What follows belongs to an exercise in optimizing a design on an open flow for small area; a production flow would make more cautious choices.
Where RTL was checked, it was by simulation tests only, not by an equivalence proof against the original.
Power figures rest on the tool's default switching activity, not on a simulated workload.

==> module SID_filter, before the edit <==
module SID_filter(
	output [14:0] sample_out,
	input [11:0] sample_1,
	input [11:0] sample_2,
	input [11:0] sample_3,
	input [10:0] reg_fc,
	input [7:0] res_filt,
	input [7:0] mode_vol,
	input clk,
	input clk_enable,
	input rst,
	input [2:0] filter_step,
	output sample_ready
);
wire filt_1 = res_filt[0];
wire filt_2 = res_filt[1];
wire filt_3 = res_filt[2];
wire three_off = mode_vol[7];
wire hp = mode_vol[6];
wire bp = mode_vol[5];
wire lp = mode_vol[4];
reg [14:0] sample_buff;
assign sample_out = sample_buff;
reg [25:0] high;
reg [31:0] band;
reg [25:0] low;
reg [15:0] sample_filtered;
reg [3:0]  res_c;    
reg [10:0] fc_c;     
reg hp_c, bp_c;
reg f2_c, f3_c;      
reg [25:0] acc;
reg [10:0] res_lut;
always @(*) begin
	case(res_c)
		0: res_lut = 11'h5a8;
		1: res_lut = 11'h52b;
		2: res_lut = 11'h4c2;
		3: res_lut = 11'h468;
		4: res_lut = 11'h41b;
		5: res_lut = 11'h3d8;
		6: res_lut = 11'h39d;
		7: res_lut = 11'h368;
		8: res_lut = 11'h339;
		9: res_lut = 11'h30f;
		10: res_lut = 11'h2e9;
		11: res_lut = 11'h2c6;
		12: res_lut = 11'h2a7;
		13: res_lut = 11'h28a;
		14: res_lut = 11'h270;
		15: res_lut = 11'h257;
	endcase
end
reg [5:0] digit;
always @(*) begin
	case(filter_step)
		1: digit = {1'b0, reg_fc[10:6]};
		3: digit = {1'b0, res_lut[10:6]};
		4: digit = res_lut[5:0];
		5: digit = {1'b0, fc_c[10:6]};
		default: digit = fc_c[5:0];
	endcase
end
wire second = !filter_step[0];    
wire [31:0] mul_b = {band[31:26], filter_step[2] && filter_step[1] || filter_step == 5 ? high : band[25:0]};
wire [31:0] prod = (second ? {acc, 6'h00} : 32'h0) + digit * mul_b;
wire step4 = filter_step == 4;
wire [31:0] sub_a = step4 ? {6'h00, {4{prod[31]}}, prod[31:10]} : (filter_step[2] ? band : {6'h00, low});
wire [31:0] sub_b = step4 ? {6'h00, high} : {{20{prod[25]}}, prod[25:14]};
wire [31:0] sub_out = sub_a - sub_b;
wire [25:0] high_next = sub_out[25:0];
wire [31:0] band_low_next = sub_out;
reg [11:0] filt_add;
always @(*) begin
	case(filter_step)
		0: filt_add = filt_1 ? sample_1 : 12'h000;
		1: filt_add = f2_c ? sample_2 : 12'h000;
		default: filt_add = f3_c ? sample_3 : 12'h000;
	endcase
end
wire [25:0] high_prep = (filter_step == 0 ? low : high) + {13'h0000, filt_add, 1'b0};
wire [15:0] sample_filtered_next = sample_filtered + sub_out[15:0];
assign sample_ready = filter_step == 0;
wire [14:0] sample_buff_next = sample_buff + (filter_step == 1 ? {3'b000, sample_1} : (filter_step == 2 ? {3'b000, sample_2} : (filter_step == 7 ? sample_filtered[15:1] : {3'b000, sample_3})));
always @(posedge clk) begin
	if(rst) begin
		band        <= 0;
		low         <= 0;
	end else if(clk_enable) begin
		if(!second) acc <= prod[25:0];
		case(filter_step)
			0: begin
				high <= high_prep;
				f2_c <= filt_2;
				f3_c <= filt_3;
				res_c <= res_filt[7:4];
				sample_filtered <= 0;
				sample_buff <= 16384;
			end
			1: begin
				high <= high_prep;
				fc_c[5:0] <= reg_fc[5:0];
				hp_c <= hp;
				if(!filt_1) sample_buff <= sample_buff_next;
			end
			2: begin
				high <= high_prep;
				fc_c <= reg_fc;
				low <= band_low_next[25:0];
				if(lp) sample_filtered <= sample_filtered_next;
				if(!filt_2) sample_buff <= sample_buff_next;
			end
			3: begin
				bp_c <= bp;
				if(!filt_3 && !three_off) sample_buff <= sample_buff_next;
			end
			4: begin
				high <= high_next;
				if(hp_c) sample_filtered <= sample_filtered_next;
			end
			6: begin
				band <= band_low_next;
				if(bp_c) sample_filtered <= sample_filtered_next;
			end
			7: begin
				sample_buff <= sample_buff_next;
			end
			default: begin
			end
		endcase
	end
end
endmodule
Settings: LEC_CHECK=0, CAP_MARGIN=20, CORE_MARGIN=2, CORE_UTILIZATION=40, SLEW_MARGIN=20; clock period 15.0 ns.
standard.sh (not shown) runs the stock make flow with config.mk's settings and CLKGATE_MAP_FILE= SYNTH_SCRIPT=/design/flow/synth_recipe.tcl, a recipe that flattens the netlist after the stock synthesis.
==> flow/flow/run.sh <==
#!/bin/bash
# The standard layout, with clock tree synthesis told not to add dummy loads
# (cells that only balance the clock tree) and to use small leaf buffers.
set -euo pipefail
export CTS_ARGS="-sink_clustering_enable -repair_clock_nets -dont_use_dummy_load -buf_list sky130_fd_sc_hd__clkbuf_4 -sink_clustering_size 8 -sink_clustering_max_diameter 40"
bash standard.sh > standard_flow.log 2>&1
The starting point finished but failed the layout checks on slew limit.
Edit:
--- a/flow/design.v
+++ b/flow/design.v
@@ -236,19 +236,18 @@
 wire filt_3 = res_filt[2];
 wire three_off = mode_vol[7];
 wire hp = mode_vol[6];
 wire bp = mode_vol[5];
 wire lp = mode_vol[4];
-reg [14:0] sample_buff;
-assign sample_out = sample_buff;
+reg [15:0] sample_acc;
+assign sample_out = sample_acc[15:1];
 reg [25:0] high;
 reg [31:0] band;
 reg [25:0] low;
-reg [15:0] sample_filtered;
 reg [3:0]  res_c;    
 reg [10:0] fc_c;     
-reg hp_c, bp_c;
+reg hp_c, lp_c, bp_c;
 reg f2_c, f3_c;      
 reg [25:0] acc;
 reg [10:0] res_lut;
 always @(*) begin
 	case(res_c)
@@ -296,13 +295,22 @@
 		1: filt_add = f2_c ? sample_2 : 12'h000;
 		default: filt_add = f3_c ? sample_3 : 12'h000;
 	endcase
 end
 wire [25:0] high_prep = (filter_step == 0 ? low : high) + {13'h0000, filt_add, 1'b0};
-wire [15:0] sample_filtered_next = sample_filtered + sub_out[15:0];
+reg [15:0] acc_add;
+always @(*) begin
+	case(filter_step)
+		1: acc_add = {3'b000, sample_1, 1'b0};
+		2: acc_add = {3'b000, sample_2, 1'b0};
+		3: acc_add = {3'b000, sample_3, 1'b0};
+		5: acc_add = low[15:0];
+		default: acc_add = sub_out[15:0];
+	endcase
+end
+wire [15:0] sample_acc_next = sample_acc + acc_add;
 assign sample_ready = filter_step == 0;
-wire [14:0] sample_buff_next = sample_buff + (filter_step == 1 ? {3'b000, sample_1} : (filter_step == 2 ? {3'b000, sample_2} : (filter_step == 7 ? sample_filtered[15:1] : {3'b000, sample_3})));
 always @(posedge clk) begin
 	if(rst) begin
 		band        <= 0;
 		low         <= 0;
 	end else if(clk_enable) begin
@@ -311,40 +319,39 @@
 			0: begin
 				high <= high_prep;
 				f2_c <= filt_2;
 				f3_c <= filt_3;
 				res_c <= res_filt[7:4];
-				sample_filtered <= 0;
-				sample_buff <= 16384;
+				sample_acc <= 16'h8000;
 			end
 			1: begin
 				high <= high_prep;
 				fc_c[5:0] <= reg_fc[5:0];
 				hp_c <= hp;
-				if(!filt_1) sample_buff <= sample_buff_next;
+				if(!filt_1) sample_acc <= sample_acc_next;
 			end
 			2: begin
 				high <= high_prep;
 				fc_c <= reg_fc;
 				low <= band_low_next[25:0];
-				if(lp) sample_filtered <= sample_filtered_next;
-				if(!filt_2) sample_buff <= sample_buff_next;
+				lp_c <= lp;
+				if(!filt_2) sample_acc <= sample_acc_next;
 			end
 			3: begin
 				bp_c <= bp;
-				if(!filt_3 && !three_off) sample_buff <= sample_buff_next;
+				if(!filt_3 && !three_off) sample_acc <= sample_acc_next;
 			end
 			4: begin
 				high <= high_next;
-				if(hp_c) sample_filtered <= sample_filtered_next;
+				if(hp_c) sample_acc <= sample_acc_next;
 			end
 			6: begin
 				band <= band_low_next;
-				if(bp_c) sample_filtered <= sample_filtered_next;
+				if(bp_c) sample_acc <= sample_acc_next;
 			end
-			7: begin
-				sample_buff <= sample_buff_next;
+			5: begin
+				if(lp_c) sample_acc <= sample_acc_next;
 			end
 			default: begin
 			end
 		endcase
 	end
After rerunning:
- This time the run completed without violations
- synthesized cell count went down by 0.86%
- power went down by 1.9%
- first-iteration DRC count went down by 11%
- synthesized area went down by 1.8%
- final cell count went down by 1.1%
- design area went down by 2.1%
- worst setup slack got worse by 630 ps
- die area went down by 1.8%
- sequential power barely changes
- count of clock-buffer cells in the layout went down by 4
Only the layout flow was run in the first run of this note; the RTL was not checked for function there.

==> what the ideal ports hide <==
How much do the figures lean on ideal ports? The routed layouts below were timed once more, with nothing changed but the port constraints.
Step 1 assumes that a clkbuf_16 drives the clock port and a buf_2 every other input.
Step 2 also shifts input and output timing later by t, the mid clock arrival at the registers, as if the neighbouring blocks saw the same clock.
a / b / c = no drivers / after step 1 / after step 2; a / b = the first two.
run | t, ns | setup slack, ns | worst hold slack (ns)
the first run | 1.152 | 3.094 / 3.094 / 3.094 | 0.343 / 0.343 / 0.343
the second run | 1.090 | 2.467 / 2.467 / 2.467 | 0.385 / 0.385 / 0.385
